Background: an optimization exercise with open tools, aiming at small area. Do not read the settings as production practice. Function was checked by simulation only, so behaviour that the tests miss may differ from the original. Power and IR drop assume default switching activity.

==> flow/design.v <==
module ALU(input [7:0] a, b, input [3:0] oper, input clk,
           output reg [7:0] msb, lsb);
    wire [7:0] pp [0:7];
    wire [7:0] s  [0:7];    
    wire [6:0] c  [0:7];    
    wire [15:0] prod;
    genvar i, j, k;
    generate
        for (i = 0; i < 8; i = i + 1) begin : ppg
            assign pp[i] = a & {8{b[i]}};
        end
        assign s[0] = pp[0];
        assign c[0] = 7'h00;
        for (i = 1; i < 8; i = i + 1) begin : mrow
            for (j = 0; j < 7; j = j + 1) begin : mcl
                wire x = pp[i][j];
                wire y = s[i-1][j+1];
                wire z = c[i-1][j];
                assign s[i][j] = x ^ y ^ z;
                assign c[i][j] = (x & y) | (x & z) | (y & z);
            end
            assign s[i][7] = pp[i][7];
        end
        for (i = 0; i < 8; i = i + 1) begin : plo
            assign prod[i] = s[i][0];
        end
    endgenerate
    wire [7:0] fc;
    assign fc[0] = 1'b0;
    generate
        for (j = 0; j < 7; j = j + 1) begin : fadd
            wire x = s[7][j+1];
            wire y = c[7][j];
            assign prod[8+j] = x ^ y ^ fc[j];
            assign fc[j+1] = (x & y) | (x & fc[j]) | (y & fc[j]);
        end
    endgenerate
    assign prod[15] = fc[7];
    wire isdiv = (oper == 4'h3) | (oper == 4'h4);
    wire add   = (oper == 4'h0);
    wire gt    = (oper == 4'hE);
    wire [7:0] q;
    wire co;
    generate
        for (k = 7; k >= 0; k = k - 1) begin : row
            localparam integer W = 8 - k;
            wire [W-1:0] x;
            wire [W-1:0] bb;
            wire [W:0]   cc;
            wire [W-1:0] r;
            wire         qq;
            if (k == 7) begin : first
                assign x = a[7];
            end else begin : next
                assign x = {row[k+1].r, a[k]};
            end
            if (k == 0) begin : r0
                assign bb = b ^ {8{add}};
                assign cc[0] = ~(add | gt);
                assign qq = ~isdiv | cc[W];
                assign co = cc[W];
            end else begin : rk
                assign bb = b[W-1:0];
                assign cc[0] = 1'b1;
                assign qq = isdiv & ~|b[7:W] & cc[W];
            end
            for (j = 0; j < W; j = j + 1) begin : bt
                assign cc[j+1] = (x[j] & ~bb[j]) | (x[j] & cc[j]) | (~bb[j] & cc[j]);
                assign r[j] = x[j] ^ (qq & (~bb[j] ^ cc[j]));
            end
            assign q[k] = (k == 0) ? cc[W] : qq;
        end
    endgenerate
    wire [7:0] rem = row[0].r;
    always @(posedge clk) begin
        case (oper)
            4'h0: {msb, lsb} <= {7'h00, co, rem};
            4'h1: {msb, lsb} <= {{8{~co}}, rem};
            4'h2: {msb, lsb} <= prod;
            4'h3: {msb, lsb} <= {8'h00, q};
            4'h4: {msb, lsb} <= {8'h00, rem};
            4'h5: {msb, lsb} <= {8'h00, a & b};
            4'h6: {msb, lsb} <= {8'hFF, ~(a & b)};
            4'h7: {msb, lsb} <= {8'h00, a | b};
            4'h8: {msb, lsb} <= {8'hFF, ~(a | b)};
            4'h9: {msb, lsb} <= {8'h00, a ^ b};
            4'hA: {msb, lsb} <= {8'hFF, a ~^ b};
            4'hB: {msb, lsb} <= {8'hFF, ~a};
            4'hC: {msb, lsb} <= {7'h00, a, 1'b0};
            4'hD: {msb, lsb} <= {9'h000, a[7:1]};
            4'hE: {msb, lsb} <= {15'h0000, co};
            default: {msb, lsb} <= {15'h0000, ~co};
        endcase
    end
endmodule
==> flow/flow/run.sh <==
#!/bin/bash
# Own flow: the standard synthesis (kept for reference), then the
# hand-built netlist in flow/net.v (same registers, same names) in its place,
# then the standard layout from floorplan to finish. Port buffers are
# buf_1 cells.
set -euo pipefail
R=orfs/results/$FLOW_PLATFORM/ALU/base
bash standard.sh synth > std_synth.log 2>&1
cp $R/1_2_yosys.v std_1_2_yosys.v
cp flow/net.v $R/1_2_yosys.v
touch $R/1_2_yosys.v
bash standard.sh "BUFFER_PORTS_ARGS=-buffer_cell sky130_fd_sc_hd__buf_2" finish > layout.log 2>&1
==> flow/standard.sh <==
#!/bin/bash
# synth_recipe.tcl (not shown) runs the flow's synth.tcl, then flattens the netlist and writes it again
# the make line also repeats each setting of config.mk as NAME=value (left out here)
make -C /OpenROAD-flow-scripts/flow DESIGN_CONFIG=/design/flow/config.mk WORK_HOME=/design/flow/orfs CLKGATE_MAP_FILE= SYNTH_SCRIPT=/design/flow/synth_recipe.tcl "${@:-finish}"
==> flow/config.mk <==
export PLATFORM = sky130hd
export DESIGN_NAME = ALU
export DESIGN_NICKNAME = ALU
export VERILOG_FILES = /design/flow/design.v
export SDC_FILE = /design/flow/constraint.sdc
export NUM_CORES = 4
export LEC_CHECK = 0
export CAP_MARGIN = 0
export CORE_MARGIN = 2
export CORE_UTILIZATION = 40
export CTS_BUF_LIST = sky130_fd_sc_hd__clkbuf_4
export GPL_TIMING_DRIVEN = 0
export SETUP_SLACK_MARGIN = -0.5
export SLEW_MARGIN = 0
==> flow/constraint.sdc <==
create_clock -name core_clock -period 12.5 [get_ports {clk}]
set_input_delay 2.5000 -clock core_clock [delete_from_list [all_inputs] [get_ports {clk}]]
set_output_delay 2.5000 -clock core_clock [all_outputs]
set_load 0.01 [all_outputs]
Not shown: flow/flow/net.v
==> impl_metrics.tcl, run 1 <==
set metrics [dict create \
    status "finished clean" \
    post-route-drc-count 0 \
    top_power_group "combinational logic" \
    cts_tree "yes" \
    fp-row-count 34 \
    drive_above_1_share 0.1194 \
    vias 3317 \
    postCtsSetupBuffers 0 \
    vdd_drop_max_mv 0.05226 \
    slew_headroom 0.2496 \
    antenna_found_initial 0 \
    crit_family "compound AO/OA/AOI/OAI gates" \
    grt_pass1_wl_mm 15.53 \
    totalWireLength_mm 9.083 \
    placed_area_sq_um 3887 \
    clkTransAtPathRegs_ns 0.10 \
    p_per_area_nw_per_um2 90.77 \
    buf_share 0.05559 \
    path_depth 59 \
    max_freq_mhz 84.44 \
    dpl.hpwl_mm 7.093 \
    use_met2 0.3564 \
    crit_path_max_fanout 8 \
    routed.top_layer "met4" \
    max-cap-violations 0 \
]
==> run 2, diff against run 1 <==
--- a/flow/config.mk
+++ b/flow/config.mk
@@ -12,3 +12,3 @@
 export GPL_TIMING_DRIVEN = 0
-export SETUP_SLACK_MARGIN = -0.5
+export SETUP_SLACK_MARGIN = -0.8
 export SLEW_MARGIN = 0
==> run 2 against run 1 <==
- via count is 0.75% lower
- hold slack worse by 0.0088 ns
- sequential share of layout area is 0.088 points higher
- cell area is 1.1% lower
- non-clock buffer count is 3 lower
- total power is 0.30% lower
- die area stayed put
- first-iteration DRC count is 1.4% higher
- synthesized cell count stayed put
- critical path type unchanged
- largest cell class unchanged
- highest routed layer unchanged
==> impl_metrics.tcl, run 2 <==
set metrics [dict create \
    htreeDepth 1 \
    fin_nets 578 \
    power.leakage_nw 1.461 \
    syn_area_sq_um 3572 \
    track_usage 0.1937 \
    drive_above_1_share 0.1043 \
    dpl.cell_count 610 \
    dr.pass1.iters 4 \
    avgSynthCellArea_sq_um 7.666 \
    antenna_found_initial 0 \
    totalWireLength_mm 9.052 \
    critical-path-slowest-cell "xor2_1" \
    required_ns 12.67 \
    crit_path_max_fanout 8 \
    diodes 0 \
    slew_headroom 0.2397 \
    syn_inst 466 \
    cts_root_buf "clkbuf_4" \
    drt_iter0_drc 297 \
    clock_path_buffers 2 \
    grt_pass1_wl_mm 15.53 \
    startpoint_type "input pin" \
    dieArea_sq_um 9702 \
    grt_max_degree 28 \
    layout_commonest_cell "nand2_1" \
    setup_viol 0 \
    final_cells 616 \
    hold_class "in2reg" \
    area_growth_pct 10.93 \
    max_freq_mhz 83.37 \
    dpl.hpwl_mm 7.093 \
    clkSinkCount 16 \
    start_util 0.4116 \
    cp-end-kind "flip-flop" \
    max-cap-violations 0 \
    wl_per_cell_um 14.69 \
    ios 37 \
    p_per_area_nw_per_um2 91.50 \
    timing.final.crit_share 0.9596 \
    drt-vias-per-instance 5.344 \
    ant_nets 0 \
    die-height_um 98.50 \
    vdd_drop_max_mv 0.05232 \
    status "finished clean" \
    coreArea_sq_um 8678 \
    gr-total-overflow 0 \
    hold_viol_final 0 \
    clkTransAtPathRegs_ns 0.10 \
    critPathArrivalTime_ns 12.17 \
    fin_hold_ws_ns 2.689 \
    first_global_vias 3318 \
    syn-num-nets 535 \
    tightest_slew_ns 1.130 \
    place_congestion 0.8709 \
    vias 3292 \
    cts_buffers 3 \
    synth_warnings 1 \
    fin_crit_ns 12.00 \
    final_cell_mix "nand2_1 (120), nor2_1 (63), fa_1 (48)" \
    die_w_um 98.50 \
    cts_tree "yes" \
    portBuffers 36 \
    maxSlewViolCount 0 \
    cp_slowest_stage_delay_ns 0.27 \
    fp-row-count 34 \
    post-route-drc-count 0 \
    crit_family "compound AO/OA/AOI/OAI gates" \
    worst-setup-path-type "in2reg" \
    critPathBufInv 1 \
    cp_common_cell "o21ai_1" \
]
[run 2: layout make-up]
| class | instances | area [sq um] |
|---|---|---|
| Tap cell | 108 | 135.1 |
| Buffer | 1 | 5.005 |
| Clock buffer | 3 | 22.52 |
| Sequential cell | 16 | 320.3 |
| Inverter | 29 | 108.9 |
| Clock inverter | 1 | 3.754 |
| Multi-Input combinational cell | 420 | 3172 |
| Timing Repair Buffer | 38 | 195.2 |
| Fill cell | 924 | 4716 |
[run 2: final timing paths]
path                    start  endpoint  slack, ns  cells after the start
worst min-delay path     a[7]    lsb[6]       2.69                      3
worst max-delay path  oper[2]    lsb[5]       0.50                     59
[run 2: per-layer routing]
layer,GRT usage,share of wire
met3,0.01915,0.038
met5,0,0
met1,0.2564,0.43
met4,0.01897,0.0050
met2,0.3564,0.52
[run 2: worst min-delay path, stage by stage]
cell,delay (ns)
buf_2,0.25
a221oi_1,0.12
nand3_1,0.08
[run 2: power breakdown]
group          switching, mW  total [mW]  internal (mW)
Sequential           0.00197      0.0628         0.0608
Clock                 0.0181      0.0298         0.0116
Combinational          0.147       0.270          0.123
[run 2: what timing repair did]
action | CTS | global route
hold buffers | 0 | 0
gates resized for setup | 0 | 7
endpoints found under the setup margin | 0 | 9
setup buffers | 0 | 2
[run 2: stage by stage]
stage / setup WS, ns / area (sq um) / setup TNS, ns / utilization / power [mW]
after CTS: 0.1638 / 3914 / 0 / 0.4510 / 0.3711
final: 0.5050 / 3963 / 0 / 0.4566 / 0.3626
after floorplan: 1.824 / 3572 / 0 / - / 0.2655
after detailed placement: -0.1123 / 3887 / -0.6209 / 0.4480 / 0.3407
after global routing: -0.8175 / 3963 / -10.40 / 0.4566 / 0.4083
after global placement: 0.1464 / 3887 / 0 / 0.4480 / 0.3308
==> run 3, diff against run 2 <==
==> flow/flow/net.v (replaced) <==
module ALU(a, b, oper, clk, msb, lsb);
input [7:0] a; input [7:0] b; input [3:0] oper; input clk;
output [7:0] msb; output [7:0] lsb;
wire n0,n2,n3,n4,n5,n6,n7,n8,n9,n10,n11,n12,n13,n14,n15,n16,n17,n18,n19,n20;
wire n21,n22,n23,n24,n25,n26,n27,n28,n29,n30,n31,n32,n33,n34,n35,n36,n37,n38,n39,n40;
wire n41,n42,n43,n44,n45,n46,n47,n48,n49,n50,n51,n52,n53,n54,n55,n56,n57,n58,n59,n60;
wire n61,n62,n63,n64,n65,n66,n67,n68,n69,n70,n71,n72,n73,n74,n75,n76,n77,n78,n79,n80;
wire n81,n82,n83,n84,n85,n86,n87,n88,n89,n90,n91,n92,n93,n94,n95,n96,n97,n98,n99,n100;
wire n101,n102,n103,n104,n105,n106,n107,n108,n109,n110,n111,n112,n113,n114,n115,n116,n117,n118,n119,n120;
wire n121,n122,n123,n124,n125,n126,n127,n128,n129,n130,n131,n132,n133,n134,n135,n136,n137,n138,n139,n140;
wire n141,n142,n143,n144,n145,n146,n147,n148,n149,n150,n151,n152,n153,n154,n155,n156,n157,n158,n159,n160;
wire n161,n162,n163,n164,n165,n166,n167,n168,n169,n170,n171,n172,n173,n174,n175,n176,n177,n178,n179,n180;
wire n181,n182,n183,n184,n185,n186,n187,n188,n189,n190,n191,n192,n193,n194,n195,n196,n197,n198,n199,n200;
wire n201,n202,n203,n204,n205,n206,n207,n208,n209,n210,n211,n212,n213,n214,n215,n216,n217,n218,n219,n220;
wire n221,n222,n223,n224,n225,n226,n227,n228,n229,n230,n231,n232,n233,n234,n235,n236,n237,n238,n239,n240;
wire n241,n242,n243,n244,n245,n246,n247,n248,n249,n250,n251,n252,n253,n254,n255,n256,n257,n258,n259,n260;
wire n261,n262,n263,n264,n265,n266,n267,n268,n269,n270,n271,n272,n273,n274,n275,n276,n277,n278,n279,n280;
wire n281,n282,n283,n284,n285,n286,n287,n288,n289,n290,n291,n292,n293,n294,n295,n296,n297,n298,n299,n300;
wire n301,n302,n303,n304,n305,n306,n307,n308,n309,n310,n311,n312,n313,n314,n315,n316,n317,n318,n319,n320;
wire n321,n322,n323,n324,n325,n326,n327,n328,n329,n330,n331,n332,n333,n334,n335,n336,n337,n338,n339,n340;
wire n341,n342,n343,n344,n345,n346,n347,n348,n349,n350,n351,n352,n353,n354,n355,n356,n357,n358,n359,n360;
wire n361,n362,n363,n364,n365,n366,n367,n368,n369,n370,n371,n372,n373,n374,n375,n376,n377,n378,n379,n380;
wire n381,n382,n383,n384,n385,n386,n387,n388,n389,n390,n391,n392,n393,n394,n395,n396,n397,n398,n399,n400;
wire n401,n402,n403,n404,n405,n406,n407,n408,n409,n410,n411,n412,n413,n414,n415,n416,n417,n418,n419,n420;
wire n421,n422,n423,n424,n425,n426,n427,n428,n429,n430,n431,n432,n433,n434,n435,n436,n437,n438,n439,n440;
wire n441,n442,n443,n444,n445,n446,n447,n448,n449,n450,n451,n452,n453,n454,n455,n456,n457,n458,n459,n460;
wire n461,n462,n463,n464,n465,n466,n467,n468,n469,n470,n471,n472,n473,n474,n475,n476,n477,n478,n479,n480;
wire n481,n482,n483,n484,n485,n486,n487,n488,n489,n490,n491;
sky130_fd_sc_hd__clkinv_1 g0(.A(b[3]),.Y(n2));
sky130_fd_sc_hd__clkinv_1 g1(.A(b[1]),.Y(n3));
sky130_fd_sc_hd__clkinv_1 g2(.A(b[0]),.Y(n0));
sky130_fd_sc_hd__clkinv_1 g3(.A(b[5]),.Y(n4));
sky130_fd_sc_hd__nor3_1 g4(.A(b[6]),.B(b[5]),.C(b[7]),.Y(n5));
sky130_fd_sc_hd__nor2_1 g5(.A(b[3]),.B(b[4]),.Y(n6));
sky130_fd_sc_hd__nand2_1 g6(.A(n5),.B(n6),.Y(n7));
sky130_fd_sc_hd__nor3_1 g7(.A(b[1]),.B(b[2]),.C(n7),.Y(n8));
sky130_fd_sc_hd__clkinv_1 g8(.A(a[7]),.Y(n9));
sky130_fd_sc_hd__a21oi_1 g9(.A1(n8),.A2(b[0]),.B1(n9),.Y(n10));
sky130_fd_sc_hd__clkinv_1 g10(.A(b[0]),.Y(n11));
sky130_fd_sc_hd__nor2_1 g11(.A(a[6]),.B(n11),.Y(n12));
sky130_fd_sc_hd__nor3_1 g12(.A(b[2]),.B(n12),.C(n7),.Y(n13));
sky130_fd_sc_hd__clkinv_1 g13(.A(n13),.Y(n14));
sky130_fd_sc_hd__a21oi_1 g14(.A1(b[1]),.A2(n9),.B1(n14),.Y(n15));
sky130_fd_sc_hd__nand2_1 g15(.A(n15),.B(b[0]),.Y(n16));
sky130_fd_sc_hd__nand2_1 g16(.A(n16),.B(a[6]),.Y(n17));
sky130_fd_sc_hd__clkinv_1 g17(.A(b[1]),.Y(n18));
sky130_fd_sc_hd__o21ai_0 g18(.A1(n18),.A2(n14),.B1(n10),.Y(n19));
sky130_fd_sc_hd__nor3_1 g19(.A(a[5]),.B(n18),.C(n11),.Y(n20));
sky130_fd_sc_hd__nor2_1 g20(.A(a[5]),.B(n11),.Y(n21));
sky130_fd_sc_hd__nor2_1 g21(.A(b[1]),.B(n21),.Y(n22));
sky130_fd_sc_hd__nor2_1 g22(.A(n20),.B(n22),.Y(n23));
sky130_fd_sc_hd__a21o_2 g23(.A1(n17),.A2(n23),.B1(n20),.X(n24));
sky130_fd_sc_hd__a21oi_1 g24(.A1(n24),.A2(b[2]),.B1(n7),.Y(n25));
sky130_fd_sc_hd__o21ai_0 g25(.A1(b[2]),.A2(n24),.B1(n19),.Y(n26));
sky130_fd_sc_hd__and2_2 g26(.A(n25),.B(n26),.X(n27));
sky130_fd_sc_hd__o21a_1 g27(.A1(n11),.A2(a[7]),.B1(n8),.X(n28));
sky130_fd_sc_hd__mux2_2 g28(.A0(oper[2]),.A1(oper[0]),.S(oper[1]),.X(n29));
sky130_fd_sc_hd__a21oi_1 g29(.A1(oper[0]),.A2(oper[2]),.B1(oper[3]),.Y(n30));
sky130_fd_sc_hd__nand2_1 g30(.A(n29),.B(n30),.Y(n31));
sky130_fd_sc_hd__nor3_1 g31(.A(b[1]),.B(b[2]),.C(b[0]),.Y(n32));
sky130_fd_sc_hd__nor2_1 g32(.A(n32),.B(n31),.Y(n33));
sky130_fd_sc_hd__a21oi_1 g33(.A1(n25),.A2(n33),.B1(n9),.Y(n34));
sky130_fd_sc_hd__nor2_1 g34(.A(a[1]),.B(n11),.Y(n35));
sky130_fd_sc_hd__nor2_1 g35(.A(a[2]),.B(n11),.Y(n36));
sky130_fd_sc_hd__nor2_1 g36(.A(a[3]),.B(n11),.Y(n37));
sky130_fd_sc_hd__nor2_1 g37(.A(a[4]),.B(n11),.Y(n38));
sky130_fd_sc_hd__clkinv_1 g38(.A(n31),.Y(n39));
sky130_fd_sc_hd__nand2_1 g39(.A(n27),.B(n39),.Y(n40));
sky130_fd_sc_hd__nor2_1 g40(.A(n11),.B(n40),.Y(n41));
sky130_fd_sc_hd__xor2_1 g41(.A(a[5]),.B(n41),.X(n42));
sky130_fd_sc_hd__or2_2 g42(.A(b[7]),.B(n31),.X(n43));
sky130_fd_sc_hd__nand2_1 g43(.A(n39),.B(n5),.Y(n44));
sky130_fd_sc_hd__nor2_1 g44(.A(b[6]),.B(n43),.Y(n45));
sky130_fd_sc_hd__nor2_1 g45(.A(b[4]),.B(n44),.Y(n46));
sky130_fd_sc_hd__nor3_1 g46(.A(n20),.B(n22),.C(n40),.Y(n47));
sky130_fd_sc_hd__o21ai_0 g47(.A1(n31),.A2(n16),.B1(a[6]),.Y(n48));
sky130_fd_sc_hd__nor2_1 g48(.A(n48),.B(n47),.Y(n49));
sky130_fd_sc_hd__a21oi_1 g49(.A1(n17),.A2(n47),.B1(n49),.Y(n50));
sky130_fd_sc_hd__nor2_1 g50(.A(oper[0]),.B(oper[2]),.Y(n51));
sky130_fd_sc_hd__clkinv_1 g51(.A(n51),.Y(n52));
sky130_fd_sc_hd__clkinv_1 g52(.A(oper[1]),.Y(n53));
sky130_fd_sc_hd__clkinv_1 g53(.A(oper[3]),.Y(n54));
sky130_fd_sc_hd__nand2_1 g54(.A(n53),.B(n54),.Y(n55));
sky130_fd_sc_hd__nor2_1 g55(.A(n52),.B(n55),.Y(n56));
sky130_fd_sc_hd__clkinv_1 g56(.A(n56),.Y(n57));
sky130_fd_sc_hd__nor2_1 g57(.A(b[3]),.B(n57),.Y(n58));
sky130_fd_sc_hd__a21oi_1 g58(.A1(b[3]),.A2(n57),.B1(n58),.Y(n59));
sky130_fd_sc_hd__nor2_1 g59(.A(b[1]),.B(n57),.Y(n60));
sky130_fd_sc_hd__a21oi_1 g60(.A1(b[1]),.A2(n57),.B1(n60),.Y(n61));
sky130_fd_sc_hd__clkinv_1 g61(.A(oper[2]),.Y(n62));
sky130_fd_sc_hd__nor2_1 g62(.A(n53),.B(oper[3]),.Y(n63));
sky130_fd_sc_hd__nand3_1 g63(.A(oper[0]),.B(n62),.C(n63),.Y(n64));
sky130_fd_sc_hd__clkinv_1 g64(.A(n64),.Y(n65));
sky130_fd_sc_hd__nand2_1 g65(.A(b[6]),.B(n57),.Y(n66));
sky130_fd_sc_hd__o21ai_0 g66(.A1(b[6]),.A2(n57),.B1(n66),.Y(n67));
sky130_fd_sc_hd__nand2_1 g67(.A(b[4]),.B(n57),.Y(n68));
sky130_fd_sc_hd__o21ai_0 g68(.A1(b[4]),.A2(n57),.B1(n68),.Y(n69));
sky130_fd_sc_hd__nand2_1 g69(.A(b[2]),.B(n57),.Y(n70));
sky130_fd_sc_hd__o21ai_0 g70(.A1(b[2]),.A2(n57),.B1(n70),.Y(n71));
sky130_fd_sc_hd__clkinv_1 g71(.A(oper[0]),.Y(n72));
sky130_fd_sc_hd__nor3_1 g72(.A(n72),.B(oper[2]),.C(n55),.Y(n73));
sky130_fd_sc_hd__clkinv_1 g73(.A(n73),.Y(n74));
sky130_fd_sc_hd__nand2_1 g74(.A(n51),.B(n63),.Y(n75));
sky130_fd_sc_hd__nor2_1 g75(.A(n72),.B(n62),.Y(n76));
sky130_fd_sc_hd__clkinv_1 g76(.A(n76),.Y(n77));
sky130_fd_sc_hd__nor3_1 g77(.A(oper[1]),.B(n54),.C(n77),.Y(n78));
sky130_fd_sc_hd__nor4_1 g78(.A(oper[1]),.B(n54),.C(oper[0]),.D(n62),.Y(n79));
sky130_fd_sc_hd__nor2_1 g79(.A(b[5]),.B(n57),.Y(n80));
sky130_fd_sc_hd__a21oi_1 g80(.A1(b[5]),.A2(n57),.B1(n80),.Y(n81));
sky130_fd_sc_hd__nor2_1 g81(.A(n53),.B(n54),.Y(n82));
sky130_fd_sc_hd__clkinv_1 g82(.A(n82),.Y(n83));
sky130_fd_sc_hd__o22ai_1 g83(.A1(oper[2]),.A2(oper[3]),.B1(n62),.B2(n63),.Y(n84));
sky130_fd_sc_hd__a21oi_1 g84(.A1(oper[0]),.A2(n83),.B1(n84),.Y(n85));
sky130_fd_sc_hd__clkinv_1 g85(.A(n85),.Y(n86));
sky130_fd_sc_hd__a22oi_1 g86(.A1(n77),.A2(n83),.B1(oper[3]),.B2(n52),.Y(n87));
sky130_fd_sc_hd__nor3_1 g87(.A(n51),.B(n84),.C(n82),.Y(n88));
sky130_fd_sc_hd__nor2_1 g88(.A(n51),.B(n84),.Y(n89));
sky130_fd_sc_hd__clkinv_1 g89(.A(b[0]),.Y(n90));
sky130_fd_sc_hd__nand3_1 g90(.A(n72),.B(oper[2]),.C(n82),.Y(n91));
sky130_fd_sc_hd__nand2_1 g91(.A(n90),.B(n91),.Y(n92));
sky130_fd_sc_hd__o21ai_0 g92(.A1(n90),.A2(n91),.B1(n92),.Y(n93));
sky130_fd_sc_hd__nand2b_1 g93(.A_N(a[0]),.B(n92),.Y(n94));
sky130_fd_sc_hd__o221ai_1 g94(.A1(n90),.A2(n91),.B1(b[0]),.B2(n57),.C1(n94),.Y(n95));
sky130_fd_sc_hd__nor2_1 g95(.A(b[7]),.B(n57),.Y(n96));
sky130_fd_sc_hd__a21oi_1 g96(.A1(b[7]),.A2(n57),.B1(n96),.Y(n97));
sky130_fd_sc_hd__nor2_1 g97(.A(n77),.B(n83),.Y(n98));
sky130_fd_sc_hd__nand2_1 g98(.A(n64),.B(n91),.Y(n99));
sky130_fd_sc_hd__nor2_1 g99(.A(n55),.B(n76),.Y(n100));
sky130_fd_sc_hd__clkinv_1 g100(.A(n100),.Y(n101));
sky130_fd_sc_hd__a211oi_1 g101(.A1(n78),.A2(a[1]),.B1(n102),.C1(n103),.Y(n104));
sky130_fd_sc_hd__a21oi_1 g102(.A1(n105),.A2(n106),.B1(n107),.Y(n108));
sky130_fd_sc_hd__a21oi_1 g103(.A1(n109),.A2(n110),.B1(n111),.Y(n112));
sky130_fd_sc_hd__a21oi_1 g104(.A1(n113),.A2(n114),.B1(n115),.Y(n116));
sky130_fd_sc_hd__a21oi_1 g105(.A1(n79),.A2(a[6]),.B1(n117),.Y(n118));
sky130_fd_sc_hd__a21oi_1 g106(.A1(n119),.A2(n120),.B1(n121),.Y(n122));
sky130_fd_sc_hd__a21oi_1 g107(.A1(n123),.A2(n124),.B1(n125),.Y(n126));
sky130_fd_sc_hd__a21oi_1 g108(.A1(n127),.A2(n128),.B1(n129),.Y(n130));
sky130_fd_sc_hd__a21oi_1 g109(.A1(n131),.A2(n132),.B1(n133),.Y(n134));
sky130_fd_sc_hd__a21oi_1 g110(.A1(n135),.A2(n136),.B1(n137),.Y(n138));
sky130_fd_sc_hd__a21oi_1 g111(.A1(n139),.A2(n140),.B1(n141),.Y(n142));
sky130_fd_sc_hd__a21oi_1 g112(.A1(n143),.A2(n144),.B1(n145),.Y(n146));
sky130_fd_sc_hd__a21oi_1 g113(.A1(n147),.A2(n148),.B1(n149),.Y(n150));
sky130_fd_sc_hd__a221oi_1 g114(.A1(n79),.A2(a[0]),.B1(n78),.B2(a[2]),.C1(n151),.Y(n152));
sky130_fd_sc_hd__a221oi_1 g115(.A1(n79),.A2(a[1]),.B1(n78),.B2(a[3]),.C1(n153),.Y(n154));
sky130_fd_sc_hd__a221oi_1 g116(.A1(n79),.A2(a[2]),.B1(n78),.B2(a[4]),.C1(n155),.Y(n156));
sky130_fd_sc_hd__a221oi_1 g117(.A1(n79),.A2(a[3]),.B1(n78),.B2(a[5]),.C1(n157),.Y(n158));
sky130_fd_sc_hd__a221oi_1 g118(.A1(n79),.A2(a[4]),.B1(n78),.B2(a[6]),.C1(n159),.Y(n160));
sky130_fd_sc_hd__a221oi_1 g119(.A1(n79),.A2(a[5]),.B1(n78),.B2(a[7]),.C1(n161),.Y(n162));
sky130_fd_sc_hd__a2bb2oi_1 g120(.A1_N(n75),.A2_N(n163),.B1(n65),.B2(n164),.Y(n165));
sky130_fd_sc_hd__a2bb2oi_1 g121(.A1_N(n75),.A2_N(n166),.B1(n65),.B2(n167),.Y(n168));
sky130_fd_sc_hd__a2bb2oi_1 g122(.A1_N(n75),.A2_N(n169),.B1(n65),.B2(n27),.Y(n170));
sky130_fd_sc_hd__a2bb2oi_1 g123(.A1_N(n75),.A2_N(n171),.B1(n65),.B2(n15),.Y(n172));
sky130_fd_sc_hd__a2bb2oi_1 g124(.A1_N(n75),.A2_N(n173),.B1(n65),.B2(n28),.Y(n174));
sky130_fd_sc_hd__buf_2 g125(.A(n175),.X(n176));
sky130_fd_sc_hd__fa_1 g126(.A(n177),.B(n178),.CIN(n179),.COUT(n180),.SUM(n181));
sky130_fd_sc_hd__fa_1 g127(.A(n182),.B(n183),.CIN(n184),.COUT(n185),.SUM(n186));
sky130_fd_sc_hd__fa_1 g128(.A(n187),.B(n188),.CIN(n189),.COUT(n190),.SUM(n191));
sky130_fd_sc_hd__fa_1 g129(.A(n192),.B(n193),.CIN(n194),.COUT(n195),.SUM(n196));
sky130_fd_sc_hd__fa_1 g130(.A(n197),.B(n198),.CIN(n199),.COUT(n200),.SUM(n201));
sky130_fd_sc_hd__fa_1 g131(.A(n202),.B(n203),.CIN(n204),.COUT(n205),.SUM(n206));
sky130_fd_sc_hd__fa_1 g132(.A(n207),.B(n208),.CIN(n209),.COUT(n210),.SUM(n211));
sky130_fd_sc_hd__fa_1 g133(.A(n212),.B(n213),.CIN(n214),.COUT(n215),.SUM(n216));
sky130_fd_sc_hd__fa_1 g134(.A(n217),.B(n191),.CIN(n218),.COUT(n219),.SUM(n220));
sky130_fd_sc_hd__fa_1 g135(.A(n221),.B(n196),.CIN(n190),.COUT(n222),.SUM(n223));
sky130_fd_sc_hd__fa_1 g136(.A(n224),.B(n201),.CIN(n195),.COUT(n225),.SUM(n226));
sky130_fd_sc_hd__fa_1 g137(.A(n227),.B(n206),.CIN(n200),.COUT(n228),.SUM(n229));
sky130_fd_sc_hd__fa_1 g138(.A(n230),.B(n231),.CIN(n232),.COUT(n233),.SUM(n234));
sky130_fd_sc_hd__fa_1 g139(.A(n235),.B(n236),.CIN(n205),.COUT(n237),.SUM(n238));
sky130_fd_sc_hd__fa_1 g140(.A(n239),.B(n216),.CIN(n210),.COUT(n240),.SUM(n169));
sky130_fd_sc_hd__fa_1 g141(.A(n241),.B(n220),.CIN(n215),.COUT(n242),.SUM(n243));
sky130_fd_sc_hd__fa_1 g142(.A(n244),.B(n223),.CIN(n219),.COUT(n245),.SUM(n246));
sky130_fd_sc_hd__fa_1 g143(.A(n247),.B(n226),.CIN(n222),.COUT(n248),.SUM(n249));
sky130_fd_sc_hd__fa_1 g144(.A(n250),.B(n229),.CIN(n225),.COUT(n251),.SUM(n252));
sky130_fd_sc_hd__fa_1 g145(.A(n253),.B(n238),.CIN(n228),.COUT(n254),.SUM(n255));
sky130_fd_sc_hd__fa_1 g146(.A(n256),.B(n257),.CIN(n237),.COUT(n258),.SUM(n259));
sky130_fd_sc_hd__fa_1 g147(.A(n260),.B(n243),.CIN(n240),.COUT(n261),.SUM(n171));
sky130_fd_sc_hd__fa_1 g148(.A(n262),.B(n246),.CIN(n242),.COUT(n263),.SUM(n264));
sky130_fd_sc_hd__fa_1 g149(.A(n265),.B(n266),.CIN(n267),.COUT(n189),.SUM(n268));
sky130_fd_sc_hd__fa_1 g150(.A(n269),.B(n249),.CIN(n245),.COUT(n270),.SUM(n271));
sky130_fd_sc_hd__fa_1 g151(.A(n272),.B(n252),.CIN(n248),.COUT(n273),.SUM(n274));
sky130_fd_sc_hd__fa_1 g152(.A(n275),.B(n255),.CIN(n251),.COUT(n276),.SUM(n277));
sky130_fd_sc_hd__fa_1 g153(.A(n278),.B(n259),.CIN(n254),.COUT(n279),.SUM(n280));
sky130_fd_sc_hd__fa_1 g154(.A(n281),.B(n282),.CIN(n258),.COUT(n283),.SUM(n284));
sky130_fd_sc_hd__fa_1 g155(.A(n285),.B(n264),.CIN(n261),.COUT(n286),.SUM(n173));
sky130_fd_sc_hd__fa_1 g156(.A(n287),.B(n271),.CIN(n263),.COUT(n288),.SUM(n289));
sky130_fd_sc_hd__fa_1 g157(.A(n290),.B(n274),.CIN(n270),.COUT(n291),.SUM(n292));
sky130_fd_sc_hd__fa_1 g158(.A(n293),.B(n277),.CIN(n273),.COUT(n294),.SUM(n295));
sky130_fd_sc_hd__fa_1 g159(.A(n296),.B(n280),.CIN(n276),.COUT(n297),.SUM(n298));
sky130_fd_sc_hd__fa_1 g160(.A(n299),.B(n300),.CIN(n301),.COUT(n194),.SUM(n188));
sky130_fd_sc_hd__fa_1 g161(.A(n302),.B(n284),.CIN(n279),.COUT(n303),.SUM(n304));
sky130_fd_sc_hd__fa_1 g162(.A(n305),.B(n306),.CIN(n283),.COUT(n307),.SUM(n308));
sky130_fd_sc_hd__fa_1 g163(.A(n292),.B(n288),.CIN(n309),.COUT(n310),.SUM(n311));
sky130_fd_sc_hd__fa_1 g164(.A(n295),.B(n291),.CIN(n310),.COUT(n312),.SUM(n313));
sky130_fd_sc_hd__fa_1 g165(.A(n298),.B(n294),.CIN(n312),.COUT(n314),.SUM(n315));
sky130_fd_sc_hd__fa_1 g166(.A(n304),.B(n297),.CIN(n314),.COUT(n316),.SUM(n317));
sky130_fd_sc_hd__fa_1 g167(.A(n308),.B(n303),.CIN(n316),.COUT(n318),.SUM(n319));
sky130_fd_sc_hd__fa_1 g168(.A(n320),.B(n307),.CIN(n318),.COUT(n321),.SUM(n322));
sky130_fd_sc_hd__fa_1 g169(.A(n323),.B(n324),.CIN(n325),.COUT(n199),.SUM(n193));
sky130_fd_sc_hd__fa_1 g170(.A(n326),.B(n327),.CIN(n328),.COUT(n204),.SUM(n198));
sky130_fd_sc_hd__fa_1 g171(.A(n329),.B(n186),.CIN(n180),.COUT(n209),.SUM(n166));
sky130_fd_sc_hd__fa_1 g172(.A(n330),.B(n234),.CIN(n185),.COUT(n214),.SUM(n208));
sky130_fd_sc_hd__fa_1 g173(.A(n331),.B(n268),.CIN(n233),.COUT(n218),.SUM(n213));
sky130_fd_sc_hd__mux2i_1 g174(.A0(n98),.A1(n99),.S(n176),.Y(n332));
sky130_fd_sc_hd__mux2i_1 g175(.A0(n73),.A1(n56),.S(n176),.Y(n333));
sky130_fd_sc_hd__mux4_1 g176(.A0(n85),.A1(n89),.A2(n88),.A3(n87),.S0(b[0]),.S1(a[0]),.X(n102));
sky130_fd_sc_hd__mux4_1 g177(.A0(n85),.A1(n89),.A2(n88),.A3(n87),.S0(b[1]),.S1(a[1]),.X(n151));
sky130_fd_sc_hd__mux4_1 g178(.A0(n85),.A1(n89),.A2(n88),.A3(n87),.S0(b[2]),.S1(a[2]),.X(n153));
sky130_fd_sc_hd__mux4_1 g179(.A0(n85),.A1(n89),.A2(n88),.A3(n87),.S0(b[3]),.S1(a[3]),.X(n155));
sky130_fd_sc_hd__mux4_1 g180(.A0(n85),.A1(n89),.A2(n88),.A3(n87),.S0(b[4]),.S1(a[4]),.X(n157));
sky130_fd_sc_hd__mux4_1 g181(.A0(n85),.A1(n89),.A2(n88),.A3(n87),.S0(b[5]),.S1(a[5]),.X(n159));
sky130_fd_sc_hd__mux4_1 g182(.A0(n85),.A1(n89),.A2(n88),.A3(n87),.S0(b[6]),.S1(a[6]),.X(n161));
sky130_fd_sc_hd__mux4_1 g183(.A0(n85),.A1(n89),.A2(n88),.A3(n87),.S0(b[7]),.S1(a[7]),.X(n117));
sky130_fd_sc_hd__nand2_1 g184(.A(a[0]),.B(b[0]),.Y(n334));
sky130_fd_sc_hd__nand2_1 g185(.A(a[1]),.B(b[0]),.Y(n335));
sky130_fd_sc_hd__nand2_1 g186(.A(a[2]),.B(b[1]),.Y(n336));
sky130_fd_sc_hd__nand2_1 g187(.A(n337),.B(n97),.Y(n338));
sky130_fd_sc_hd__nand2_1 g188(.A(n79),.B(a[7]),.Y(n339));
sky130_fd_sc_hd__nand2_1 g189(.A(n100),.B(n340),.Y(n341));
sky130_fd_sc_hd__nand2_1 g190(.A(n100),.B(n342),.Y(n343));
sky130_fd_sc_hd__nand2_1 g191(.A(n100),.B(n344),.Y(n345));
sky130_fd_sc_hd__nand2_1 g192(.A(n100),.B(n346),.Y(n347));
sky130_fd_sc_hd__nand2_1 g193(.A(n333),.B(n348),.Y(n349));
sky130_fd_sc_hd__nand2_1 g194(.A(a[3]),.B(b[1]),.Y(n350));
sky130_fd_sc_hd__nand2_1 g195(.A(a[4]),.B(b[1]),.Y(n351));
sky130_fd_sc_hd__nand2_1 g196(.A(a[5]),.B(b[1]),.Y(n352));
sky130_fd_sc_hd__nand2_1 g197(.A(a[6]),.B(b[1]),.Y(n353));
sky130_fd_sc_hd__nand2_1 g198(.A(a[7]),.B(b[1]),.Y(n327));
sky130_fd_sc_hd__nand2_1 g199(.A(a[0]),.B(b[2]),.Y(n177));
sky130_fd_sc_hd__nand2_1 g200(.A(a[1]),.B(b[2]),.Y(n182));
sky130_fd_sc_hd__nand2_1 g201(.A(a[2]),.B(b[2]),.Y(n230));
sky130_fd_sc_hd__nand2_1 g202(.A(a[3]),.B(b[2]),.Y(n265));
sky130_fd_sc_hd__nand2_1 g203(.A(a[2]),.B(b[0]),.Y(n354));
sky130_fd_sc_hd__nand2_1 g204(.A(a[4]),.B(b[2]),.Y(n299));
sky130_fd_sc_hd__nand2_1 g205(.A(a[5]),.B(b[2]),.Y(n323));
sky130_fd_sc_hd__nand2_1 g206(.A(a[6]),.B(b[2]),.Y(n326));
sky130_fd_sc_hd__nand2_1 g207(.A(a[7]),.B(b[2]),.Y(n203));
sky130_fd_sc_hd__nand2_1 g208(.A(a[0]),.B(b[3]),.Y(n329));
sky130_fd_sc_hd__nand2_1 g209(.A(a[1]),.B(b[3]),.Y(n330));
sky130_fd_sc_hd__nand2_1 g210(.A(a[2]),.B(b[3]),.Y(n331));
sky130_fd_sc_hd__nand2_1 g211(.A(a[3]),.B(b[3]),.Y(n187));
sky130_fd_sc_hd__nand2_1 g212(.A(a[4]),.B(b[3]),.Y(n192));
sky130_fd_sc_hd__nand2_1 g213(.A(a[5]),.B(b[3]),.Y(n197));
sky130_fd_sc_hd__nand2_1 g214(.A(a[3]),.B(b[0]),.Y(n355));
sky130_fd_sc_hd__nand2_1 g215(.A(a[6]),.B(b[3]),.Y(n202));
sky130_fd_sc_hd__nand2_1 g216(.A(a[7]),.B(b[3]),.Y(n236));
sky130_fd_sc_hd__nand2_1 g217(.A(a[0]),.B(b[4]),.Y(n207));
sky130_fd_sc_hd__nand2_1 g218(.A(a[1]),.B(b[4]),.Y(n212));
sky130_fd_sc_hd__nand2_1 g219(.A(a[2]),.B(b[4]),.Y(n217));
sky130_fd_sc_hd__nand2_1 g220(.A(a[3]),.B(b[4]),.Y(n221));
sky130_fd_sc_hd__nand2_1 g221(.A(a[4]),.B(b[4]),.Y(n224));
sky130_fd_sc_hd__nand2_1 g222(.A(a[5]),.B(b[4]),.Y(n227));
sky130_fd_sc_hd__nand2_1 g223(.A(a[6]),.B(b[4]),.Y(n235));
sky130_fd_sc_hd__nand2_1 g224(.A(a[7]),.B(b[4]),.Y(n257));
sky130_fd_sc_hd__nand2_1 g225(.A(a[4]),.B(b[0]),.Y(n356));
sky130_fd_sc_hd__nand2_1 g226(.A(a[0]),.B(b[5]),.Y(n239));
sky130_fd_sc_hd__nand2_1 g227(.A(a[1]),.B(b[5]),.Y(n241));
sky130_fd_sc_hd__nand2_1 g228(.A(a[2]),.B(b[5]),.Y(n244));
sky130_fd_sc_hd__nand2_1 g229(.A(a[3]),.B(b[5]),.Y(n247));
sky130_fd_sc_hd__nand2_1 g230(.A(a[4]),.B(b[5]),.Y(n250));
sky130_fd_sc_hd__nand2_1 g231(.A(a[5]),.B(b[5]),.Y(n253));
sky130_fd_sc_hd__nand2_1 g232(.A(a[6]),.B(b[5]),.Y(n256));
sky130_fd_sc_hd__nand2_1 g233(.A(a[7]),.B(b[5]),.Y(n282));
sky130_fd_sc_hd__nand2_1 g234(.A(a[0]),.B(b[6]),.Y(n260));
sky130_fd_sc_hd__nand2_1 g235(.A(a[1]),.B(b[6]),.Y(n262));
sky130_fd_sc_hd__nand2_1 g236(.A(a[5]),.B(b[0]),.Y(n357));
sky130_fd_sc_hd__nand2_1 g237(.A(a[2]),.B(b[6]),.Y(n269));
sky130_fd_sc_hd__nand2_1 g238(.A(a[3]),.B(b[6]),.Y(n272));
sky130_fd_sc_hd__nand2_1 g239(.A(a[4]),.B(b[6]),.Y(n275));
sky130_fd_sc_hd__nand2_1 g240(.A(a[5]),.B(b[6]),.Y(n278));
sky130_fd_sc_hd__nand2_1 g241(.A(a[6]),.B(b[6]),.Y(n281));
sky130_fd_sc_hd__nand2_1 g242(.A(a[7]),.B(b[6]),.Y(n306));
sky130_fd_sc_hd__nand2_1 g243(.A(a[0]),.B(b[7]),.Y(n285));
sky130_fd_sc_hd__nand2_1 g244(.A(a[1]),.B(b[7]),.Y(n287));
sky130_fd_sc_hd__nand2_1 g245(.A(a[2]),.B(b[7]),.Y(n290));
sky130_fd_sc_hd__nand2_1 g246(.A(a[3]),.B(b[7]),.Y(n293));
sky130_fd_sc_hd__nand2_1 g247(.A(a[6]),.B(b[0]),.Y(n358));
sky130_fd_sc_hd__nand2_1 g248(.A(a[4]),.B(b[7]),.Y(n296));
sky130_fd_sc_hd__nand2_1 g249(.A(a[5]),.B(b[7]),.Y(n302));
sky130_fd_sc_hd__nand2_1 g250(.A(a[6]),.B(b[7]),.Y(n305));
sky130_fd_sc_hd__nand2_1 g251(.A(a[7]),.B(b[7]),.Y(n320));
sky130_fd_sc_hd__nand2_1 g252(.A(n42),.B(n3),.Y(n359));
sky130_fd_sc_hd__nand2_1 g253(.A(n50),.B(b[2]),.Y(n105));
sky130_fd_sc_hd__nand2_1 g254(.A(n34),.B(n2),.Y(n360));
sky130_fd_sc_hd__nand2_1 g255(.A(n361),.B(n3),.Y(n362));
sky130_fd_sc_hd__nand2_1 g256(.A(n363),.B(b[2]),.Y(n109));
sky130_fd_sc_hd__nand2_1 g257(.A(n364),.B(n2),.Y(n365));
sky130_fd_sc_hd__nand2_1 g258(.A(a[7]),.B(b[0]),.Y(n366));
sky130_fd_sc_hd__nand2_1 g259(.A(n367),.B(b[4]),.Y(n119));
sky130_fd_sc_hd__nand2_1 g260(.A(n167),.B(b[0]),.Y(n368));
sky130_fd_sc_hd__nand2_1 g261(.A(n167),.B(n369),.Y(n370));
sky130_fd_sc_hd__nand2_1 g262(.A(n167),.B(n371),.Y(n372));
sky130_fd_sc_hd__nand2_1 g263(.A(n167),.B(n373),.Y(n374));
sky130_fd_sc_hd__nand2_1 g264(.A(n167),.B(n375),.Y(n376));
sky130_fd_sc_hd__nand2_1 g265(.A(n377),.B(n3),.Y(n378));
sky130_fd_sc_hd__nand2_1 g266(.A(n379),.B(b[2]),.Y(n123));
sky130_fd_sc_hd__nand2_1 g267(.A(n380),.B(n2),.Y(n381));
sky130_fd_sc_hd__nand2_1 g268(.A(n382),.B(b[4]),.Y(n127));
sky130_fd_sc_hd__nand2_1 g269(.A(a[0]),.B(b[1]),.Y(n383));
sky130_fd_sc_hd__nand2_1 g270(.A(n384),.B(n4),.Y(n385));
sky130_fd_sc_hd__nand2_1 g271(.A(n386),.B(n3),.Y(n387));
sky130_fd_sc_hd__nand2_1 g272(.A(n388),.B(b[2]),.Y(n131));
sky130_fd_sc_hd__nand2_1 g273(.A(n389),.B(n2),.Y(n390));
sky130_fd_sc_hd__nand2_1 g274(.A(n391),.B(b[4]),.Y(n135));
sky130_fd_sc_hd__nand2_1 g275(.A(n392),.B(n4),.Y(n393));
sky130_fd_sc_hd__nand2_1 g276(.A(n394),.B(b[6]),.Y(n139));
sky130_fd_sc_hd__nand2_1 g277(.A(n164),.B(b[0]),.Y(n395));
sky130_fd_sc_hd__nand2_1 g278(.A(n164),.B(n396),.Y(n397));
sky130_fd_sc_hd__nand2_1 g279(.A(n164),.B(n398),.Y(n399));
sky130_fd_sc_hd__nand2_1 g280(.A(a[1]),.B(b[1]),.Y(n400));
sky130_fd_sc_hd__nand2_1 g281(.A(n164),.B(n401),.Y(n402));
sky130_fd_sc_hd__nand2_1 g282(.A(n164),.B(n403),.Y(n404));
sky130_fd_sc_hd__nand2_1 g283(.A(n164),.B(n405),.Y(n406));
sky130_fd_sc_hd__nand2_1 g284(.A(n164),.B(n407),.Y(n408));
sky130_fd_sc_hd__nand2_1 g285(.A(n409),.B(n61),.Y(n410));
sky130_fd_sc_hd__nand2_1 g286(.A(n411),.B(n71),.Y(n143));
sky130_fd_sc_hd__nand2_1 g287(.A(n412),.B(n59),.Y(n413));
sky130_fd_sc_hd__nand2_1 g288(.A(n414),.B(n69),.Y(n147));
sky130_fd_sc_hd__nand2_1 g289(.A(n415),.B(n81),.Y(n416));
sky130_fd_sc_hd__nand2_1 g290(.A(n417),.B(n67),.Y(n113));
sky130_fd_sc_hd__nand2_2 g291(.A(n46),.B(n418),.Y(n419));
sky130_fd_sc_hd__nand2_2 g292(.A(n45),.B(n420),.Y(n421));
sky130_fd_sc_hd__nand3_1 g293(.A(n341),.B(n422),.C(n154),.Y(n423));
sky130_fd_sc_hd__nand3_1 g294(.A(n343),.B(n424),.C(n158),.Y(n425));
sky130_fd_sc_hd__nand3_1 g295(.A(n345),.B(n172),.C(n162),.Y(n426));
sky130_fd_sc_hd__nand3_1 g296(.A(n347),.B(n332),.C(n104),.Y(n427));
sky130_fd_sc_hd__nor2_1 g297(.A(n42),.B(n3),.Y(n428));
sky130_fd_sc_hd__nor2_1 g298(.A(n50),.B(b[2]),.Y(n107));
sky130_fd_sc_hd__nor2_1 g299(.A(n367),.B(b[4]),.Y(n121));
sky130_fd_sc_hd__nor2_1 g300(.A(n377),.B(n3),.Y(n429));
sky130_fd_sc_hd__nor2_1 g301(.A(n379),.B(b[2]),.Y(n125));
sky130_fd_sc_hd__nor2_1 g302(.A(n380),.B(n2),.Y(n430));
sky130_fd_sc_hd__nor2_1 g303(.A(n382),.B(b[4]),.Y(n129));
sky130_fd_sc_hd__nor2_1 g304(.A(n384),.B(n4),.Y(n431));
sky130_fd_sc_hd__nor2_1 g305(.A(n421),.B(n0),.Y(n432));
sky130_fd_sc_hd__nor2_1 g306(.A(n421),.B(n433),.Y(n434));
sky130_fd_sc_hd__nor2_1 g307(.A(n421),.B(n435),.Y(n436));
sky130_fd_sc_hd__nor2_1 g308(.A(n421),.B(n437),.Y(n438));
sky130_fd_sc_hd__nor2_1 g309(.A(n34),.B(n2),.Y(n439));
sky130_fd_sc_hd__nor2_1 g310(.A(n421),.B(n440),.Y(n441));
sky130_fd_sc_hd__nor2_1 g311(.A(n421),.B(n442),.Y(n443));
sky130_fd_sc_hd__nor2_1 g312(.A(n386),.B(n3),.Y(n444));
sky130_fd_sc_hd__nor2_1 g313(.A(n388),.B(b[2]),.Y(n133));
sky130_fd_sc_hd__nor2_1 g314(.A(n389),.B(n2),.Y(n445));
sky130_fd_sc_hd__nor2_1 g315(.A(n391),.B(b[4]),.Y(n137));
sky130_fd_sc_hd__nor2_1 g316(.A(n392),.B(n4),.Y(n446));
sky130_fd_sc_hd__nor2_1 g317(.A(n394),.B(b[6]),.Y(n141));
sky130_fd_sc_hd__nor2_1 g318(.A(n409),.B(n61),.Y(n447));
sky130_fd_sc_hd__nor2_1 g319(.A(n411),.B(n71),.Y(n145));
sky130_fd_sc_hd__nor2_1 g320(.A(n419),.B(n0),.Y(n448));
sky130_fd_sc_hd__nor2_1 g321(.A(n412),.B(n59),.Y(n449));
sky130_fd_sc_hd__nor2_1 g322(.A(n414),.B(n69),.Y(n149));
sky130_fd_sc_hd__nor2_1 g323(.A(n415),.B(n81),.Y(n450));
sky130_fd_sc_hd__nor2_1 g324(.A(n417),.B(n67),.Y(n115));
sky130_fd_sc_hd__nor2_1 g325(.A(n337),.B(n97),.Y(n451));
sky130_fd_sc_hd__nor2_1 g326(.A(n452),.B(n93),.Y(n453));
sky130_fd_sc_hd__nor2_1 g327(.A(n452),.B(n454),.Y(n455));
sky130_fd_sc_hd__nor2_1 g328(.A(n452),.B(n456),.Y(n457));
sky130_fd_sc_hd__nor2_1 g329(.A(n452),.B(n458),.Y(n459));
sky130_fd_sc_hd__nor2_1 g330(.A(n452),.B(n460),.Y(n461));
sky130_fd_sc_hd__nor2_1 g331(.A(n419),.B(n462),.Y(n463));
sky130_fd_sc_hd__nor2_1 g332(.A(n452),.B(n464),.Y(n465));
sky130_fd_sc_hd__nor2_1 g333(.A(n452),.B(n466),.Y(n467));
sky130_fd_sc_hd__nor2_1 g334(.A(n452),.B(n468),.Y(n469));
sky130_fd_sc_hd__nor2_1 g335(.A(n75),.B(n334),.Y(n103));
sky130_fd_sc_hd__nor2_1 g336(.A(n419),.B(n470),.Y(n471));
sky130_fd_sc_hd__nor2_1 g337(.A(n419),.B(n472),.Y(n473));
sky130_fd_sc_hd__nor2_1 g338(.A(n361),.B(n3),.Y(n474));
sky130_fd_sc_hd__nor2_1 g339(.A(n363),.B(b[2]),.Y(n111));
sky130_fd_sc_hd__nor2_1 g340(.A(n364),.B(n2),.Y(n475));
sky130_fd_sc_hd__nor2_2 g341(.A(n44),.B(n122),.Y(n167));
sky130_fd_sc_hd__nor2_2 g342(.A(n43),.B(n142),.Y(n164));
sky130_fd_sc_hd__nor2_2 g343(.A(n31),.B(n175),.Y(n452));
sky130_fd_sc_hd__o211a_1 g344(.A1(n75),.A2(n476),.B1(n86),.C1(n339),.X(n348));
sky130_fd_sc_hd__o211ai_1 g345(.A1(n101),.A2(n477),.B1(n165),.C1(n152),.Y(n478));
sky130_fd_sc_hd__o211ai_1 g346(.A1(n101),.A2(n479),.B1(n168),.C1(n156),.Y(n480));
sky130_fd_sc_hd__o211ai_1 g347(.A1(n101),.A2(n481),.B1(n170),.C1(n160),.Y(n482));
sky130_fd_sc_hd__o211ai_1 g348(.A1(n101),.A2(n483),.B1(n174),.C1(n118),.Y(n484));
sky130_fd_sc_hd__o21ai_1 g349(.A1(n428),.A2(n38),.B1(n359),.Y(n106));
sky130_fd_sc_hd__o21ai_1 g350(.A1(n439),.A2(n108),.B1(n360),.Y(n418));
sky130_fd_sc_hd__o21ai_1 g351(.A1(n447),.A2(n95),.B1(n410),.Y(n144));
sky130_fd_sc_hd__o21ai_1 g352(.A1(n449),.A2(n146),.B1(n413),.Y(n148));
sky130_fd_sc_hd__o21ai_1 g353(.A1(n450),.A2(n150),.B1(n416),.Y(n114));
sky130_fd_sc_hd__o21ai_1 g354(.A1(n451),.A2(n116),.B1(n338),.Y(n175));
sky130_fd_sc_hd__o21ai_1 g355(.A1(n474),.A2(n37),.B1(n362),.Y(n110));
sky130_fd_sc_hd__o21ai_1 g356(.A1(n475),.A2(n112),.B1(n365),.Y(n120));
sky130_fd_sc_hd__o21ai_1 g357(.A1(n429),.A2(n36),.B1(n378),.Y(n124));
sky130_fd_sc_hd__o21ai_1 g358(.A1(n430),.A2(n126),.B1(n381),.Y(n128));
sky130_fd_sc_hd__o21ai_1 g359(.A1(n431),.A2(n130),.B1(n385),.Y(n420));
sky130_fd_sc_hd__o21ai_1 g360(.A1(n444),.A2(n35),.B1(n387),.Y(n132));
sky130_fd_sc_hd__o21ai_1 g361(.A1(n445),.A2(n134),.B1(n390),.Y(n136));
sky130_fd_sc_hd__o21ai_1 g362(.A1(n446),.A2(n138),.B1(n393),.Y(n140));
sky130_fd_sc_hd__o221ai_1 g363(.A1(n74),.A2(n176),.B1(n75),.B2(n311),.C1(n86),.Y(n485));
sky130_fd_sc_hd__o221ai_1 g364(.A1(n74),.A2(n176),.B1(n75),.B2(n313),.C1(n86),.Y(n486));
sky130_fd_sc_hd__o221ai_1 g365(.A1(n74),.A2(n176),.B1(n75),.B2(n315),.C1(n86),.Y(n487));
sky130_fd_sc_hd__o221ai_1 g366(.A1(n74),.A2(n176),.B1(n75),.B2(n317),.C1(n86),.Y(n488));
sky130_fd_sc_hd__o221ai_1 g367(.A1(n74),.A2(n176),.B1(n75),.B2(n319),.C1(n86),.Y(n489));
sky130_fd_sc_hd__o221ai_1 g368(.A1(n74),.A2(n176),.B1(n75),.B2(n322),.C1(n86),.Y(n490));
sky130_fd_sc_hd__o221ai_1 g369(.A1(n74),.A2(n176),.B1(n75),.B2(n321),.C1(n86),.Y(n491));
sky130_fd_sc_hd__o22a_1 g370(.A1(n64),.A2(n421),.B1(n75),.B2(n181),.X(n422));
sky130_fd_sc_hd__o22a_1 g371(.A1(n64),.A2(n419),.B1(n75),.B2(n211),.X(n424));
sky130_fd_sc_hd__or2_1 g372(.A(n383),.B(n335),.X(n179));
sky130_fd_sc_hd__or2_1 g373(.A(n400),.B(n354),.X(n184));
sky130_fd_sc_hd__or2_1 g374(.A(n336),.B(n355),.X(n232));
sky130_fd_sc_hd__or2_1 g375(.A(n350),.B(n356),.X(n267));
sky130_fd_sc_hd__or2_1 g376(.A(n351),.B(n357),.X(n301));
sky130_fd_sc_hd__or2_1 g377(.A(n352),.B(n358),.X(n325));
sky130_fd_sc_hd__or2_1 g378(.A(n353),.B(n366),.X(n328));
sky130_fd_sc_hd__or2_1 g379(.A(n289),.B(n286),.X(n309));
sky130_fd_sc_hd__xnor2_1 g380(.A(n383),.B(n335),.Y(n163));
sky130_fd_sc_hd__xnor2_1 g381(.A(n400),.B(n354),.Y(n178));
sky130_fd_sc_hd__xnor2_1 g382(.A(n50),.B(n471),.Y(n364));
sky130_fd_sc_hd__xnor2_1 g383(.A(b[3]),.B(n108),.Y(n472));
sky130_fd_sc_hd__xnor2_1 g384(.A(n34),.B(n473),.Y(n367));
sky130_fd_sc_hd__xnor2_1 g385(.A(a[3]),.B(n368),.Y(n377));
sky130_fd_sc_hd__xnor2_1 g386(.A(b[2]),.B(n110),.Y(n371));
sky130_fd_sc_hd__xnor2_1 g387(.A(b[4]),.B(n120),.Y(n375));
sky130_fd_sc_hd__xnor2_1 g388(.A(b[1]),.B(n36),.Y(n433));
sky130_fd_sc_hd__xnor2_1 g389(.A(n377),.B(n434),.Y(n388));
sky130_fd_sc_hd__xnor2_1 g390(.A(n379),.B(n436),.Y(n389));
sky130_fd_sc_hd__xnor2_1 g391(.A(b[3]),.B(n126),.Y(n437));
sky130_fd_sc_hd__xnor2_1 g392(.A(n336),.B(n355),.Y(n183));
sky130_fd_sc_hd__xnor2_1 g393(.A(n380),.B(n438),.Y(n391));
sky130_fd_sc_hd__xnor2_1 g394(.A(n382),.B(n441),.Y(n392));
sky130_fd_sc_hd__xnor2_1 g395(.A(b[5]),.B(n130),.Y(n442));
sky130_fd_sc_hd__xnor2_1 g396(.A(n384),.B(n443),.Y(n394));
sky130_fd_sc_hd__xnor2_1 g397(.A(a[1]),.B(n395),.Y(n409));
sky130_fd_sc_hd__xnor2_1 g398(.A(b[2]),.B(n132),.Y(n398));
sky130_fd_sc_hd__xnor2_1 g399(.A(b[4]),.B(n136),.Y(n403));
sky130_fd_sc_hd__xnor2_1 g400(.A(b[6]),.B(n140),.Y(n407));
sky130_fd_sc_hd__xnor2_1 g401(.A(n409),.B(n455),.Y(n477));
sky130_fd_sc_hd__xnor2_1 g402(.A(n411),.B(n457),.Y(n340));
sky130_fd_sc_hd__xnor2_1 g403(.A(n350),.B(n356),.Y(n231));
sky130_fd_sc_hd__xnor2_1 g404(.A(n412),.B(n459),.Y(n479));
sky130_fd_sc_hd__xnor2_1 g405(.A(n414),.B(n461),.Y(n342));
sky130_fd_sc_hd__xnor2_1 g406(.A(n415),.B(n465),.Y(n481));
sky130_fd_sc_hd__xnor2_1 g407(.A(n417),.B(n467),.Y(n344));
sky130_fd_sc_hd__xnor2_1 g408(.A(n337),.B(n469),.Y(n483));
sky130_fd_sc_hd__xnor2_1 g409(.A(n351),.B(n357),.Y(n266));
sky130_fd_sc_hd__xnor2_1 g410(.A(n352),.B(n358),.Y(n300));
sky130_fd_sc_hd__xnor2_1 g411(.A(n353),.B(n366),.Y(n324));
sky130_fd_sc_hd__xnor2_1 g412(.A(n289),.B(n286),.Y(n476));
sky130_fd_sc_hd__xnor2_1 g413(.A(b[1]),.B(n38),.Y(n462));
sky130_fd_sc_hd__xnor2_1 g414(.A(n42),.B(n463),.Y(n363));
sky130_fd_sc_hd__xor2_1 g415(.A(a[4]),.B(n448),.X(n361));
sky130_fd_sc_hd__xor2_1 g416(.A(b[2]),.B(n106),.X(n470));
sky130_fd_sc_hd__xor2_1 g417(.A(b[4]),.B(n128),.X(n440));
sky130_fd_sc_hd__xor2_1 g418(.A(b[1]),.B(n35),.X(n396));
sky130_fd_sc_hd__xor2_1 g419(.A(n386),.B(n397),.X(n411));
sky130_fd_sc_hd__xor2_1 g420(.A(n388),.B(n399),.X(n412));
sky130_fd_sc_hd__xor2_1 g421(.A(b[3]),.B(n134),.X(n401));
sky130_fd_sc_hd__xor2_1 g422(.A(n389),.B(n402),.X(n414));
sky130_fd_sc_hd__xor2_1 g423(.A(n391),.B(n404),.X(n415));
sky130_fd_sc_hd__xor2_1 g424(.A(b[5]),.B(n138),.X(n405));
sky130_fd_sc_hd__xor2_1 g425(.A(n392),.B(n406),.X(n417));
sky130_fd_sc_hd__xor2_1 g426(.A(n394),.B(n408),.X(n337));
sky130_fd_sc_hd__xor2_1 g427(.A(b[1]),.B(n37),.X(n369));
sky130_fd_sc_hd__xor2_1 g428(.A(a[0]),.B(n453),.X(n346));
sky130_fd_sc_hd__xor2_1 g429(.A(n61),.B(n95),.X(n454));
sky130_fd_sc_hd__xor2_1 g430(.A(n71),.B(n144),.X(n456));
sky130_fd_sc_hd__xor2_1 g431(.A(n59),.B(n146),.X(n458));
sky130_fd_sc_hd__xor2_1 g432(.A(n69),.B(n148),.X(n460));
sky130_fd_sc_hd__xor2_1 g433(.A(n81),.B(n150),.X(n464));
sky130_fd_sc_hd__xor2_1 g434(.A(n67),.B(n114),.X(n466));
sky130_fd_sc_hd__xor2_1 g435(.A(n97),.B(n116),.X(n468));
sky130_fd_sc_hd__xor2_1 g436(.A(n361),.B(n370),.X(n379));
sky130_fd_sc_hd__xor2_1 g437(.A(n363),.B(n372),.X(n380));
sky130_fd_sc_hd__xor2_1 g438(.A(b[3]),.B(n112),.X(n373));
sky130_fd_sc_hd__xor2_1 g439(.A(n364),.B(n374),.X(n382));
sky130_fd_sc_hd__xor2_1 g440(.A(n367),.B(n376),.X(n384));
sky130_fd_sc_hd__xor2_1 g441(.A(a[2]),.B(n432),.X(n386));
sky130_fd_sc_hd__xor2_1 g442(.A(b[2]),.B(n124),.X(n435));
sky130_fd_sc_hd__dfxtp_1 \lsb[0]$_DFF_P_ (.CLK(clk),.D(n427),.Q(lsb[0]));
sky130_fd_sc_hd__dfxtp_1 \lsb[1]$_DFF_P_ (.CLK(clk),.D(n478),.Q(lsb[1]));
sky130_fd_sc_hd__dfxtp_1 \lsb[2]$_DFF_P_ (.CLK(clk),.D(n423),.Q(lsb[2]));
sky130_fd_sc_hd__dfxtp_1 \lsb[3]$_DFF_P_ (.CLK(clk),.D(n480),.Q(lsb[3]));
sky130_fd_sc_hd__dfxtp_1 \lsb[4]$_DFF_P_ (.CLK(clk),.D(n425),.Q(lsb[4]));
sky130_fd_sc_hd__dfxtp_1 \lsb[5]$_DFF_P_ (.CLK(clk),.D(n482),.Q(lsb[5]));
sky130_fd_sc_hd__dfxtp_1 \lsb[6]$_DFF_P_ (.CLK(clk),.D(n426),.Q(lsb[6]));
sky130_fd_sc_hd__dfxtp_1 \lsb[7]$_DFF_P_ (.CLK(clk),.D(n484),.Q(lsb[7]));
sky130_fd_sc_hd__dfxtp_1 \msb[0]$_DFF_P_ (.CLK(clk),.D(n349),.Q(msb[0]));
sky130_fd_sc_hd__dfxtp_1 \msb[1]$_DFF_P_ (.CLK(clk),.D(n485),.Q(msb[1]));
sky130_fd_sc_hd__dfxtp_1 \msb[2]$_DFF_P_ (.CLK(clk),.D(n486),.Q(msb[2]));
sky130_fd_sc_hd__dfxtp_1 \msb[3]$_DFF_P_ (.CLK(clk),.D(n487),.Q(msb[3]));
sky130_fd_sc_hd__dfxtp_1 \msb[4]$_DFF_P_ (.CLK(clk),.D(n488),.Q(msb[4]));
sky130_fd_sc_hd__dfxtp_1 \msb[5]$_DFF_P_ (.CLK(clk),.D(n489),.Q(msb[5]));
sky130_fd_sc_hd__dfxtp_1 \msb[6]$_DFF_P_ (.CLK(clk),.D(n490),.Q(msb[6]));
sky130_fd_sc_hd__dfxtp_1 \msb[7]$_DFF_P_ (.CLK(clk),.D(n491),.Q(msb[7]));
endmodule
==> run 3 against run 2 <==
- cell count fell by 1.6%
- sequential power barely moved
- fmax fell by 0.69%
- cell area fell by 1.2%
- core utilization fell by 0.53 points
- hold slack got worse by 0.029 ns
- highest routed layer unchanged
==> impl_metrics.tcl, run 3 <==
set metrics [dict create \
    status "finished clean" \
    track_usage 0.1828 \
    dr.pass1.iters 5 \
    worst-setup-path-type "in2reg" \
    slew_headroom 0.1459 \
    synth_warnings 1 \
    post-route-drc-count 0 \
    dpl.cell_count 603 \
    power_frac_comb 0.744 \
    avgSynthCellArea_sq_um 7.731 \
    cts_tree "yes" \
    fin_util 0.4513 \
    clkTransAtPathRegs_ns 0.09 \
    max_freq_mhz 82.79 \
    cts_root_buf "clkbuf_4" \
    totalWireLength_mm 8.580 \
    nFillCells 918 \
    cp-end-kind "flip-flop" \
    required_ns 12.68 \
    critPathBufInv 3 \
    holdPathEnd "msb[0]" \
    p_per_area_nw_per_um2 88.89 \
    drt-vias-per-instance 5.274 \
    timing.final.crit_share 0.9663 \
    max-cap-violations 0 \
    fin_crit_ns 12.08 \
    dieArea_sq_um 9640 \
    antenna_found_initial 0 \
    layout_commonest_cell "nand2_1" \
    die-height_um 98.19 \
    power.leakage_nw 1.442 \
    first_global_vias 3074 \
    p_sw_mw 0.1578 \
    postCtsSetupBuffers 0 \
    syn-num-nets 528 \
    ios 37 \
    place_congestion 0.8717 \
    p_int_mw 0.1903 \
    vdd_drop_max_mv 0.03626 \
    maxSlewViolCount 0 \
    clockPowerShare 0.076 \
    area_growth_pct 10.37 \
    startpoint "b[6]" \
    setup_viol 0 \
    hold_class "in2reg" \
    gr-total-overflow 0 \
    clock_path_buffers 2 \
    hold_viol_final 0 \
    drt_iter0_drc 154 \
    portBuffers 36 \
    clkSinkCount 16 \
    final_cell_mix "nand2_1 (120), nor2_1 (70), fa_1 (48)" \
    pwr-share-seq 0.180 \
    drive_above_1_share 0.1044 \
    cts_buffers 3 \
    hold_path_depth 4 \
    tightest_slew_ns 1.269 \
    wl_per_cell_um 14.16 \
    placed_area_sq_um 3864 \
    start_util 0.4089 \
    crit_path_max_fanout 16 \
    coreArea_sq_um 8678 \
    p_total_mw 0.3481 \
    grt_max_degree 29 \
    design_area_sq_um 3916 \
    syn_inst 459 \
    htreeDepth 1 \
    fin_nets 569 \
    startpoint_type "input pin" \
    dpl.hpwl_mm 6.757 \
    netSwitchingFraction 0.4533 \
    worst_hold_startpoint "oper[2]" \
    ant_nets 0 \
    final_cells 606 \
    cp_slowest_stage_delay_ns 0.29 \
    critPathArrivalTime_ns 12.26 \
    diodes 0 \
    crit_family "compound AO/OA/AOI/OAI gates" \
    vias 3196 \
    critical-path-slowest-cell "a21oi_1" \
    die_w_um 98.19 \
    fin_hold_ws_ns 2.660 \
    grt_pass1_wl_mm 14.47 \
    fp-row-count 34 \
    cp_common_cell "o21ai_1" \
    syn_area_sq_um 3548 \
]
==> run 3: through the flow <==
step / setup WS, ns / setup TNS, ns
after floorplan: 1.857 / 0
after global placement: -0.04905 / -0.1066
after detailed placement: -0.2133 / -1.679
after CTS: 0.06508 / 0
after global routing: -0.7899 / -10.90
final: 0.4217 / 0
==> run 3: per-layer routing <==
| metal | share of wire | global-route usage | routed length [um] | vias up |
|---|---|---|---|---|
| met1 | 0.45 | 0.2475 | 3897 | 1503 |
| met3 | 0.044 | 0.01145 | 379 | 14 |
| met4 | 0.028 | 0.06217 | 240 | 0 |
| met2 | 0.47 | 0.3130 | 4063 | 65 |
| met5 | 0 | 0 | 0 | - |
| li1 | - | - | - | 1614 |
==> run 3: worst max-delay path by stage <==
stage / end / slack, ns / depth (start not counted)
global route: lsb[0] / -0.79 / 59
CTS: lsb[6] / 0.07 / 61
global placement: lsb[7] / -0.05 / 60
detailed placement: lsb[7] / -0.21 / 60
floorplan: lsb[0] / 1.86 / 60
finish: lsb[0] / 0.42 / 59
==> run 3: cell type report <==
type / count / area [sq um] / share of cell area
multi-input cells: 420 / 3167 / 0.8086
flip-flops and latches: 16 / 320.3 / 0.08179
repair buffers: 36 / 180.2 / 0.04601
well taps: 108 / 135.1 / 0.03450
inverters: 22 / 86.33 / 0.02204
clock buffers: 3 / 22.52 / 0.005751
plain buffers: 1 / 5.005 / 0.001278
==> run 3: power by group through the flow <==
stage | clock [mW] | combinational [mW] | sequential, mW
floorplan | 0 | 0.192 | 0.0698
global placement | 0 | 0.260 | 0.0637
detailed placement | 0 | 0.263 | 0.0640
CTS | 0.0276 | 0.264 | 0.0628
global route | 0.0294 | 0.297 | 0.0634
finish | 0.0265 | 0.259 | 0.0626
==> run 3: repair_timing <==
action / in CTS / in global routing
gates resized for setup: 0 / 6
endpoints found under the setup margin: 0 / 16
endpoints found under the hold margin: 0 / 0
hold buffers: 0 / 0

==> what the ideal ports hide <==
No port has a modelled driver above. Below, the same layouts with a new extraction and two added sets of constraints. Step 1, drivers: a clkbuf_16 drives clk and a buf_2 each remaining input, both assumed. Step 2, shift: input delay + t, output delay - t, t = (earliest + latest rising clock arrival at the registers) / 2. This alone moves slack from input paths to output paths. a / b / c = ideal ports / drivers / drivers and shift; a / b = the first two.
| run | t (ns) | setup WS [ns] |
|---|---|---|
| run 1 | 0.312 | 0.657 / 0.659 / 0.347 |
| run 2 | 0.319 | 0.505 / 0.506 / 0.188 |
| run 3 | 0.306 | 0.422 / 0.423 / 0.117 |
After both steps setup and hold are still met in every run listed.
